What follows belongs to an exercise in optimizing a design on an open flow for small area; a production flow would make more cautious choices.
In this exercise RTL edits were held to simulation tests only and were not proved equivalent to the original.

Setup of run A:
## odo_keccak800
module odo_keccak800(clk, rst, in, read, out, write);
    input clk;
    input rst;
    input [639:0] in;
    input read;
    output [255:0] out;
    output write;
    keccak_hasher #(640, 4) hash(clk, rst, in, read, out, write);
endmodule
Size: ~11,000 cells after synthesis, roughly 800 flip-flops, ~900 I/O pins, roughly 0.10 mm2 of cells after synthesis.
export LEC_CHECK = 0
export CAP_MARGIN = 10
export CORE_MARGIN = 2
export CORE_UTILIZATION = 60
export PLACE_DENSITY = 0.7
export SLEW_MARGIN = 10
export SYNTH_HIERARCHICAL = 1
export SYNTH_MINIMUM_KEEP_SIZE = 0
create_clock -name core_clock -period 5.0 [get_ports {clk}]
run.sh (not shown) runs the stock make flow with config.mk's settings and CLKGATE_MAP_FILE= SYNTH_SCRIPT=/design/flow/synth_recipe.tcl, a recipe that flattens the netlist after the stock synthesis.
Run A: aborted in 3_5_place_dp (tool error)
> inputs changed (run A -> run B)
Settings: a change of SLEW_MARGIN from 10 to 20; a change of CORE_UTILIZATION from 60 to 45; a change of CAP_MARGIN from 10 to 20; a change of PLACE_DENSITY from 0.7 to 0.55.
[summary]
- Run B | ERROR | 5_1_grt
- Run B vs run A: number of placement rows up by more than 10%
- Run B vs. run A: unique cell type count in the Yosys netlist ~0 delta; average instance area after synthesis ~0 delta; starting density of the core -15 points; die width +15%.
- Re number of storage elements in the synthesis netlist: no difference whatsoever between run B and run A.
- Measured against each other, run B and run A differ in height of the chip, the lower figure coming from run A.
## Diff of input files: run C against run B
Settings: GPL_TIMING_DRIVEN now 0, previously not set; CORE_UTILIZATION now 35, was 45; PLACE_DENSITY now 0.45, was 0.55.
### Flow results
Run C did not make it past 5_1_grt, where a tool error ended it. Reported for run C and run B, synthesized area turned out identical to the last digit. Diff run B..run C | area share of and/or/nand/nor cells after synthesis | unchanged. Against run B, run C reports a total placed instance area that is lower.

---

## v48
Another version of the RTL of odo_keccak800 (not shown whole).
For scale: ~0.14 sq mm of cells after synthesis.
Settings: LEC_CHECK=0, CAP_MARGIN=35, CORE_MARGIN=2, CORE_UTILIZATION=25, CTS_BUF_LIST=sky130_fd_sc_hd__clkbuf_4, PLACE_DENSITY=0.32, SETUP_SLACK_MARGIN=0.5, SLEW_MARGIN=35, SYNTH_HIERARCHICAL=1, SYNTH_MINIMUM_KEEP_SIZE=0; clock period 5.0 ns.
v48 ran in full, but the layout does not pass; the checks complain about antenna violations.
The inputs of v43 differ from those of v48 as listed below.
# v48
export LEC_CHECK = 0
export CAP_MARGIN = 35
export CORE_MARGIN = 2
export CORE_UTILIZATION = 25
export CTS_BUF_LIST = sky130_fd_sc_hd__clkbuf_4
export PLACE_DENSITY = 0.32
export SETUP_SLACK_MARGIN = 0.5
export SLEW_MARGIN = 35
export SYNTH_HIERARCHICAL = 1
export SYNTH_MINIMUM_KEEP_SIZE = 0
create_clock -name core_clock -period 5.0 [get_ports {clk}]
# v43
export LEC_CHECK = 0
export CAP_MARGIN = 15
export CORE_MARGIN = 2
export CORE_UTILIZATION = 38
export CTS_BUF_LIST = sky130_fd_sc_hd__clkbuf_4 sky130_fd_sc_hd__clkbuf_8
export GPL_TIMING_DRIVEN = 0
export PLACE_DENSITY = 0.47
export SLEW_MARGIN = 15
export SYNTH_HIERARCHICAL = 1
export SYNTH_MINIMUM_KEEP_SIZE = 0
create_clock -name core_clock -period 5.0 [get_ports {clk}]
## What came out
As the logs show, v43 stopped at global routing after a tool error, so it never reached the end of the flow. Diff v48 -> v43: die outline height now sits lower; number of buffers inserted during clock tree synthesis decreased 315; row count moved down. Between v48 and v43, the width of the chip is lower for v43. v43 vs v48 — count of hold-fix buffers inserted at cts dropped 431. Starting utilization of the core area, v48 and v43: lower on v48. When v43 is measured against v48, its instance area at placement turns out about 9% lower.
> inputs changed (v43 -> v31)
# v43
export LEC_CHECK = 0
export CAP_MARGIN = 15
export CORE_MARGIN = 2
export CORE_UTILIZATION = 38
export CTS_BUF_LIST = sky130_fd_sc_hd__clkbuf_4 sky130_fd_sc_hd__clkbuf_8
export GPL_TIMING_DRIVEN = 0
export PLACE_DENSITY = 0.47
export SLEW_MARGIN = 15
export SYNTH_HIERARCHICAL = 1
export SYNTH_MINIMUM_KEEP_SIZE = 0
create_clock -name core_clock -period 5.0 [get_ports {clk}]
# v31
export LEC_CHECK = 0
export CAP_MARGIN = 35
export CORE_MARGIN = 2
export CORE_UTILIZATION = 25
export CTS_BUF_LIST = sky130_fd_sc_hd__clkbuf_8
export PLACE_DENSITY = 0.32
export SETUP_SLACK_MARGIN = 0.5
export SLEW_MARGIN = 35
export SYNTH_HIERARCHICAL = 1
export SYNTH_MINIMUM_KEEP_SIZE = 0
create_clock -name core_clock -period 5.0 [get_ports {clk}]
--- outcome ---
v31 — post-placement cell count 21% higher, v43 as reference. v31: effective utilization at floorplan lower than v43. [v31 vs v43] routability congestion estimate from global placement: lower in v31. Number of hold-repair buffers added at the cts stage came out exactly the same in v31 and v43. v31: number of core rows 51 above v43. Looking only at post-placement setup slack, and setting everything else aside, the lower value of v31 and v43 goes to v43. Compared to v43, v31 has post-CTS setup buffer count 1 higher. Between v31 and v43, the post-synth net total does not differ in any meaningful way. v31 completed every stage of the flow, and the final layout passed the timing, design-rule and antenna checks. v43 did not finish; the tool stopped in global routing with error GRT-0116. When the final numbers for v31 and v43 were put side by side, the total clock buffers created by CTS turned out to be smaller in v43.
#### Input delta (v1 over v31)
# v31
export LEC_CHECK = 0
export CAP_MARGIN = 35
export CORE_MARGIN = 2
export CORE_UTILIZATION = 25
export CTS_BUF_LIST = sky130_fd_sc_hd__clkbuf_8
export PLACE_DENSITY = 0.32
export SETUP_SLACK_MARGIN = 0.5
export SLEW_MARGIN = 35
export SYNTH_HIERARCHICAL = 1
export SYNTH_MINIMUM_KEEP_SIZE = 0
create_clock -name core_clock -period 5.0 [get_ports {clk}]
# v1
export LEC_CHECK = 0
export CAP_MARGIN = 45
export CORE_MARGIN = 2
export CORE_UTILIZATION = 26
export CTS_BUF_LIST = sky130_fd_sc_hd__clkbuf_8
export GPL_TIMING_DRIVEN = 0
export PLACE_DENSITY = 0.33
export SETUP_SLACK_MARGIN = 0.7
export SLEW_MARGIN = 45
export SYNTH_HIERARCHICAL = 1
export SYNTH_MINIMUM_KEEP_SIZE = 0
create_clock -name core_clock -period 5.0 [get_ports {clk}]
Summary — sum of buffers and inverters on the critical path, v1 relative to v31: lower, by 1. Wire length: higher on v31. For clock network area share, v1 and v31 come out practically identical. Layout checks on v1: not met. Flow itself completed; violations: antenna violations. v31 → v1: number of ordinary and repair buffers in the finished layout went down by 1346; wire length per cell after detailed routing went up by about 2.2%. Reported for v31 and v1, count of sequential standard cells turned out identical to the last digit. Row count (higher): v31.
The inputs of v11 differ from those of v1 as listed below.
# v1
export LEC_CHECK = 0
export CAP_MARGIN = 45
export CORE_MARGIN = 2
export CORE_UTILIZATION = 26
export CTS_BUF_LIST = sky130_fd_sc_hd__clkbuf_8
export GPL_TIMING_DRIVEN = 0
export PLACE_DENSITY = 0.33
export SETUP_SLACK_MARGIN = 0.7
export SLEW_MARGIN = 45
export SYNTH_HIERARCHICAL = 1
export SYNTH_MINIMUM_KEEP_SIZE = 0
create_clock -name core_clock -period 5.0 [get_ports {clk}]
# v11
export LEC_CHECK = 0
export CAP_MARGIN = 35
export CORE_MARGIN = 2
export CORE_UTILIZATION = 25
export CTS_BUF_LIST = sky130_fd_sc_hd__clkbuf_8
export GPL_TIMING_DRIVEN = 0
export PLACE_DENSITY = 0.32
export SETUP_SLACK_MARGIN = 0.7
export SLEW_MARGIN = 35
export SYNTH_HIERARCHICAL = 1
export SYNTH_MINIMUM_KEEP_SIZE = 0
create_clock -name core_clock -period 5.0 [get_ports {clk}]
Results
The final report for v11 shows a completed flow and a layout that fails verification, specifically antenna violations, max-capacitance violations, max-slew violations. In v11, the width of the die came out about 2% above the value in v1. v1 reports its beginning of the critical path as hash.muxes[1].mux.s while v11 reports hash.rb[717]. v11 vs v1: number of antenna violations at the first check in global routing up by a few percent.
Modified inputs, v28 compared to v11
# v11
export LEC_CHECK = 0
export CAP_MARGIN = 35
export CORE_MARGIN = 2
export CORE_UTILIZATION = 25
export CTS_BUF_LIST = sky130_fd_sc_hd__clkbuf_8
export GPL_TIMING_DRIVEN = 0
export PLACE_DENSITY = 0.32
export SETUP_SLACK_MARGIN = 0.7
export SLEW_MARGIN = 35
export SYNTH_HIERARCHICAL = 1
export SYNTH_MINIMUM_KEEP_SIZE = 0
create_clock -name core_clock -period 5.0 [get_ports {clk}]
# v28
export LEC_CHECK = 0
export CAP_MARGIN = 35
export CORE_MARGIN = 2
export CORE_UTILIZATION = 25
export CTS_BUF_LIST = sky130_fd_sc_hd__clkbuf_8
export PLACE_DENSITY = 0.32
export SETUP_SLACK_MARGIN = 0.5
export SLEW_MARGIN = 35
export SYNTH_HIERARCHICAL = 1
export SYNTH_MINIMUM_KEEP_SIZE = 0
create_clock -name core_clock -period 5.0 [get_ports {clk}]
==> flow/flow/run.sh (new file) <==
#!/bin/bash
# The standard layout (the standard.sh: the standard synthesis and the
# standard ORFS steps), with one change: the buffer that ORFS puts on every
# input and output port is the platform's smallest buffer (buf_1) instead of
# ORFS's default choice. make's full output goes to standard_flow.log in the
# work folder.
set -euo pipefail
export BUFFER_PORTS_ARGS="-buffer_cell sky130_fd_sc_hd__buf_1"
bash standard.sh "BUFFER_PORTS_ARGS=$BUFFER_PORTS_ARGS" finish > standard_flow.log 2>&1
==> flow/standard.sh (new file) <==
#!/bin/bash
# synth_recipe.tcl (not shown) runs the flow's synth.tcl, then flattens the netlist and writes it again
# the make line also repeats each setting of config.mk as NAME=value (left out here)
make -C /OpenROAD-flow-scripts/flow DESIGN_CONFIG=/design/flow/config.mk WORK_HOME=/design/flow/orfs CLKGATE_MAP_FILE= SYNTH_SCRIPT=/design/flow/synth_recipe.tcl "${@:-finish}"
removed: flow/run.sh
[summary]
Number of antenna violations at the first check in global routing was lower in v28 than in v11. v28: worst hold margin is 0.17 ns lower than what v11 reported. v28 has area occupied by multi-input gates below what v11 had. Diff v11 -> v28 | wire length | up slightly. v28 | stages: all done | timing, DRC, antenna: all pass. Compared with v11, v28 shows a higher number of buffer and inverter instances along the worst setup path. Compared with v11, v28 shows a post-CTS setup buffer count that is 9 lower. Number of pins exceeding their max-slew limit in the final report: higher on v11. Comparing the two runs side by side, v28 comes out ahead of v11 on worst slew margin relative to its limit. Any difference in met2 track demand over resource between v28 and v11 is small enough to ignore.

-- afterwards: timing with drivers on the ports --
The results above use ideal ports. As a check the final layouts listed here were re-extracted and re-timed, cells and wires unchanged. Step 1, drivers: a clkbuf_16 drives clk and a buf_2 each remaining input, both assumed. Step 2 moves the port delays by t, midway between the first and last clock arrival at a register: inputs arrive t later, outputs are due t later. That takes back most of the time a late clock gives input paths. Three values: ideal ports, drivers, drivers and shift; two values: the first two.
run | shift t [ns] | setup WS [ns] | worst hold slack (ns) | latest minus earliest clock arrival (ns) | worst data-port slew with drivers (ns)
v48 | 2.133 | 0.326 / 0.176 / -0.262 | -0.046 / -0.170 / 0.567 | 0.140 / 0.140 | 0.14
v31 | 1.455 | 0.385 / 0.330 / 0.271 | 0.399 / 0.291 / 0.575 | 0.096 / 0.096 | 0.18
v1 | 1.434 | 0.354 / 0.354 / 0.056 | 0.270 / 0.153 / 0.506 | 0.112 / 0.112 | 0.11
v11 | 1.456 | 0.157 / 0.157 / -0.161 | 0.212 / 0.116 / 0.512 | 0.144 / 0.145 | 0.20
v28 | 1.472 | 0.140 / 0.140 / 0.140 | 0.043 / -0.066 / 0.499 | 0.094 / 0.094 | 0.20
For v48, which loses most, drivers alone change the setup slack by -0.150 ns; drivers and shift together by -0.588 ns.
